Background: an optimization exercise with open tools, aiming at small area, a short achievable clock period and few clock cycles per item. Do not read the settings as production practice.
The RTL was checked by simulation tests, not by an equivalence proof against the original design.

==> flow/design.v (excerpt) <==
module kitten_fabric_tile #(
    parameter N_PRE       = 4096,
    parameter N_POST      = 4096,
    parameter ADDRW_PRE   = 13,
    parameter ADDRW_CSR   = 18,
    parameter ADDRW_POST  = 12,
    parameter PACK_WIDTH  = 8,
    parameter BRAM_DELAY  = 1
) (
    input  wire                  clk,
    input  wire                  rst,
    input  wire                  i_step_start,
    input  wire                  i_proj_done,
    output wire                  o_step_done,
    input  wire                  i_pre_spike_valid,
    input  wire [15:0]           i_pre_spike_idx,
    input  wire                  i_pre_spike,
    output wire                  o_pre_spike_ready,
    output wire                  o_post_spike_valid,
    output wire [PACK_WIDTH-1:0] o_post_spike_data,
    input  wire                  i_post_spike_ready,
    output wire [ADDRW_PRE-1:0]  o_indptr_addr,
    input  wire [31:0]           i_indptr_data,
    output wire [ADDRW_CSR-1:0]  o_indices_addr,
    input  wire [31:0]           i_indices_data,
    output wire [ADDRW_CSR-1:0]  o_values_addr,
    input  wire [15:0]           i_values_q_data,
    input  wire [15:0]           i_scale_q,
    output wire [ADDRW_POST-1:0] o_I_addr,
    output wire                  o_I_we,
    output wire [31:0]           o_I_din,
    input  wire [31:0]           i_I_dout,
    output wire [ADDRW_POST-1:0] o_v_addr,
    output wire                  o_v_we,
    output wire [31:0]           o_v_din,
    input  wire [31:0]           i_v_dout,
    input  wire [15:0]           i_alpha,
    input  wire [15:0]           i_v_th
);
Size in the first run: roughly 2500 cells after synthesis, ~370 I/O pins, about 24000 um^2 of cells after synthesis.
==> flow/config.mk <==
export PLATFORM = sky130hd
export DESIGN_NAME = kitten_fabric_tile
export DESIGN_NICKNAME = kitten_fabric_tile
export VERILOG_FILES = /design/flow/design.v
export SDC_FILE = /design/flow/constraint.sdc
export NUM_CORES = 4
export LEC_CHECK = 0
export CAP_MARGIN = 40
export CORE_MARGIN = 2
export CORE_UTILIZATION = 40
export SLEW_MARGIN = 60
==> flow/constraint.sdc <==
create_clock -name core_clock -period 14.0 [get_ports {clk}]
set_input_delay 2.8000 -clock core_clock [delete_from_list [all_inputs] [get_ports {clk}]]
set_output_delay 2.8000 -clock core_clock [all_outputs]
set_load 0.01 [all_outputs]
standard.sh (not shown) runs the stock make flow with config.mk's settings and CLKGATE_MAP_FILE= SYNTH_SCRIPT=/design/flow/synth_recipe.tcl, a recipe that flattens the netlist after the stock synthesis.
==> flow/flow/run.sh <==
#!/bin/bash
# Standard layout with plain buffers on the ports; timing repair aims
# SETUP_MARGIN ns beyond the clock period.
set -o pipefail
export BUFFER_PORTS_ARGS="-buffer_cell sky130_fd_sc_hd__buf_1"
bash standard.sh SETUP_SLACK_MARGIN=10.5 finish 2>&1 | tee standard_flow.log
The first run finished with timing, DRC and antenna clean.
Testbench counts at the start, summed over its fixed seeds: cycles 330,670, steps 24.
Then changed:
==> flow/flow/run.sh (replaced) <==
#!/bin/bash
# Standard layout, with plain buffers on the ports.
set -o pipefail
cp standard.sh standard_copy.log
export BUFFER_PORTS_ARGS="-buffer_cell sky130_fd_sc_hd__buf_2"
bash standard.sh 2>&1 | tee standard_flow.log
Utilization fell by 5.2 points; final area fell by roughly a tenth; critical path depth fell by 1; setup slack loses 0.83 ns.
Then changed:
==> flow/flow/run.sh (replaced) <==
#!/bin/bash
# Standard layout, with plain buffers on the ports.
set -o pipefail
cp standard.sh standard_copy.log
export BUFFER_PORTS_ARGS="-buffer_cell sky130_fd_sc_hd__buf_1"
bash standard.sh 2>&1 | tee standard_flow.log
The new run finished clean; cell area falls by 1.2%; worst setup slack is worse by 0.058 ns; final cell count barely changes; wire length went down by 1.0%; clock skew goes down by 0.0089 ns; synthesized area does not change; utilization is lower by 0.55 points; die area is unchanged; via count came out lower by about 0.7%.

---

Setup of wip/sierra:
Another version of the RTL of kitten_fabric_tile (not shown whole).
Size in the first run: about 2,900 cells after synthesis, roughly 330 flip-flops, about 370 I/O pins.
Settings: LEC_CHECK=0, ABC_AREA=1, CAP_MARGIN=20, CORE_MARGIN=2, CORE_UTILIZATION=68, CTS_CLUSTER_DIAMETER=100, CTS_CLUSTER_SIZE=22, SLEW_MARGIN=20; clock period 14.0 ns.
==> flow/flow/run.sh <==
#!/bin/bash
# The standard layout (standard.sh), with two changes:
#  - the port buffers are plain buf_1 cells instead of the delay buffers
#    buffer_ports picks by default;
#  - timing repair aims for 9.8 ns of setup slack at the design's clock
#    period (the SDC is unchanged), so the layout is optimised for speed.
# All tool output goes to standard_flow.log (and ORFS's own logs).
set -o pipefail
export BUFFER_PORTS_ARGS="-buffer_cell sky130_fd_sc_hd__buf_1"
bash standard.sh SETUP_SLACK_MARGIN=9.8 finish 2>&1 | tee standard_flow.log
Testbench counts of wip/sierra, summed over its fixed seeds: cycles 332,068, steps 24.
--- input diff wip/sierra..wip/indigo ---
# wip/sierra
export LEC_CHECK = 0
export ABC_AREA = 1
export CAP_MARGIN = 20
export CORE_MARGIN = 2
export CORE_UTILIZATION = 68
export CTS_CLUSTER_DIAMETER = 100
export CTS_CLUSTER_SIZE = 22
export SLEW_MARGIN = 20
create_clock -name core_clock -period 14.0 [get_ports {clk}]
# wip/indigo
export LEC_CHECK = 0
export CAP_MARGIN = 20
export CORE_MARGIN = 2
export CORE_UTILIZATION = 55
export CTS_CLUSTER_DIAMETER = 100
export CTS_CLUSTER_SIZE = 22
export SLEW_MARGIN = 20
create_clock -name core_clock -period 14.0 [get_ports {clk}]
==> flow/flow/run.sh <==
#!/bin/bash
# Standard layout with plain buffers on the ports; timing repair aims
# SETUP_MARGIN ns beyond the clock period.
set -o pipefail
export BUFFER_PORTS_ARGS="-buffer_cell sky130_fd_sc_hd__buf_1"
bash standard.sh SETUP_SLACK_MARGIN=9.5 finish 2>&1 | tee standard_flow.log
wip/indigo vs wip/sierra on count of distinct cell types in the synthesized netlist: wip/indigo is the higher one.
Compared to wip/sierra, wip/indigo has post-route minimum period 260 ps higher.
wip/indigo against wip/sierra: proportion of cell area occupied by registers saw an increase, area added between synthesis and finish saw a decrease.
#### Input delta (wip/onyx over wip/indigo)
# wip/indigo
export LEC_CHECK = 0
export CAP_MARGIN = 20
export CORE_MARGIN = 2
export CORE_UTILIZATION = 55
export CTS_CLUSTER_DIAMETER = 100
export CTS_CLUSTER_SIZE = 22
export SLEW_MARGIN = 20
create_clock -name core_clock -period 14.0 [get_ports {clk}]
# wip/onyx
export LEC_CHECK = 0
export ABC_AREA = 1
export CAP_MARGIN = 20
export CORE_MARGIN = 2
export CORE_UTILIZATION = 68
export CTS_CLUSTER_DIAMETER = 100
export CTS_CLUSTER_SIZE = 22
export SLEW_MARGIN = 20
create_clock -name core_clock -period 14.0 [get_ports {clk}]
==> flow/flow/run.sh <==
#!/bin/bash
# Standard layout with plain buffers on the ports; timing repair aims
# SETUP_MARGIN ns beyond the clock period.
set -o pipefail
export BUFFER_PORTS_ARGS="-buffer_cell sky130_fd_sc_hd__buf_1"
bash standard.sh SETUP_SLACK_MARGIN=10.0 finish 2>&1 | tee standard_flow.log
[summary]
- Average wire per cell in the routed design is lower on wip/indigo
- wip/onyx vs. wip/indigo: met3 wire length rose 120%; count of H-tree levels built during CTS was more or less identical; non-clock inverter instance count of the final layout went up 100%; sequential share of layout area went down.
- The run with more setup slack is wip/indigo; wip/onyx has less.
- wip/onyx against wip/indigo: synthesized area went up by 340 um2.
Input-level comparison between wip/juniper and wip/onyx:
# wip/onyx
export LEC_CHECK = 0
export ABC_AREA = 1
export CAP_MARGIN = 20
export CORE_MARGIN = 2
export CORE_UTILIZATION = 68
export CTS_CLUSTER_DIAMETER = 100
export CTS_CLUSTER_SIZE = 22
export SLEW_MARGIN = 20
create_clock -name core_clock -period 14.0 [get_ports {clk}]
# wip/juniper
export LEC_CHECK = 0
export CAP_MARGIN = 20
export CORE_MARGIN = 2
export CORE_UTILIZATION = 55
export CTS_CLUSTER_DIAMETER = 100
export CTS_CLUSTER_SIZE = 22
export SLEW_MARGIN = 20
create_clock -name core_clock -period 14.0 [get_ports {clk}]
==> flow/flow/run.sh <==
#!/bin/bash
# Standard layout with plain buffers on the ports; timing repair aims
# SETUP_MARGIN ns beyond the clock period.
set -o pipefail
export BUFFER_PORTS_ARGS="-buffer_cell sky130_fd_sc_hd__buf_1"
bash standard.sh SETUP_SLACK_MARGIN=9.65 finish 2>&1 | tee standard_flow.log
### Flow results
The worst path required time reported for wip/juniper is smaller than that of wip/onyx by 3250 ps. wip/onyx leaves less setup margin than wip/juniper. Diff wip/onyx -> wip/juniper: design area moved down; average routed wire per standard cell moved down.
Edits applied to the flow inputs when going from wip/juniper to wip/cedar:
==> flow/flow/run.sh <==
#!/bin/bash
# Standard layout with plain buffers on the ports; timing repair aims
# SETUP_MARGIN ns beyond the clock period.
set -o pipefail
export BUFFER_PORTS_ARGS="-buffer_cell sky130_fd_sc_hd__buf_1"
bash standard.sh SETUP_SLACK_MARGIN=9.8 finish 2>&1 | tee standard_flow.log
--- outcome ---
- Looking at maximum fanout encountered on the critical timing path, wip/cedar sits below wip/juniper.
- From wip/juniper to wip/cedar the numbers moved as follows: area used by multi-input combinational logic higher; sequential share of cell area decreased by 0.39 points relative to the old numbers; layout-stage area growth over the synthesis result went up; met2 demand-to-capacity share in global routing moved up; non-clock buffer count grew by 8.0%.

-- re-timing with driven ports --
The results above use ideal ports. As a check the final layouts listed here were re-extracted and re-timed, cells and wires unchanged. Step 1: set_driving_cell puts a clkbuf_16 on clk and a buf_2 on each other input, an assumption about the parent block. Step 2 moves the port delays by t, midway between the first and last clock arrival at a register: inputs arrive t later, outputs are due t later. That takes back most of the time a late clock gives input paths. Slacks: no drivers / after step 1 / after step 2; pairs: no drivers / after step 1.
| run | t, ns | setup WS [ns] | worst setup path after step 2 | cell pins on the clock port's net |
|---|---|---|---|---|
| the first run of note 1 | 0.609 | 9.385 / 9.362 / 9.198 | input to register | 1 |
| the second run of note 1 | 0.609 | 8.552 / 8.552 / 8.552 | register to register | 1 |
| the third run of note 1 | 0.609 | 8.493 / 8.493 / 8.493 | register to register | 1 |
| wip/sierra | 0.607 | 9.737 / 9.683 / 9.759 | input to register | 1 |
| wip/indigo | 0.591 | 9.482 / 9.421 / 9.709 | register to register | 1 |
| wip/onyx | 0.615 | 9.431 / 9.431 / 9.360 | input to register | 1 |
| wip/juniper | 0.617 | 9.615 / 9.553 / 9.707 | register to register | 1 |
| wip/cedar | 0.589 | 9.634 / 9.576 / 9.904 | register to register | 1 |
After both steps every run listed still meets setup and hold. For the first run of note 1, which loses most, drivers alone change the setup slack by -0.023 ns; drivers and shift together by -0.187 ns.
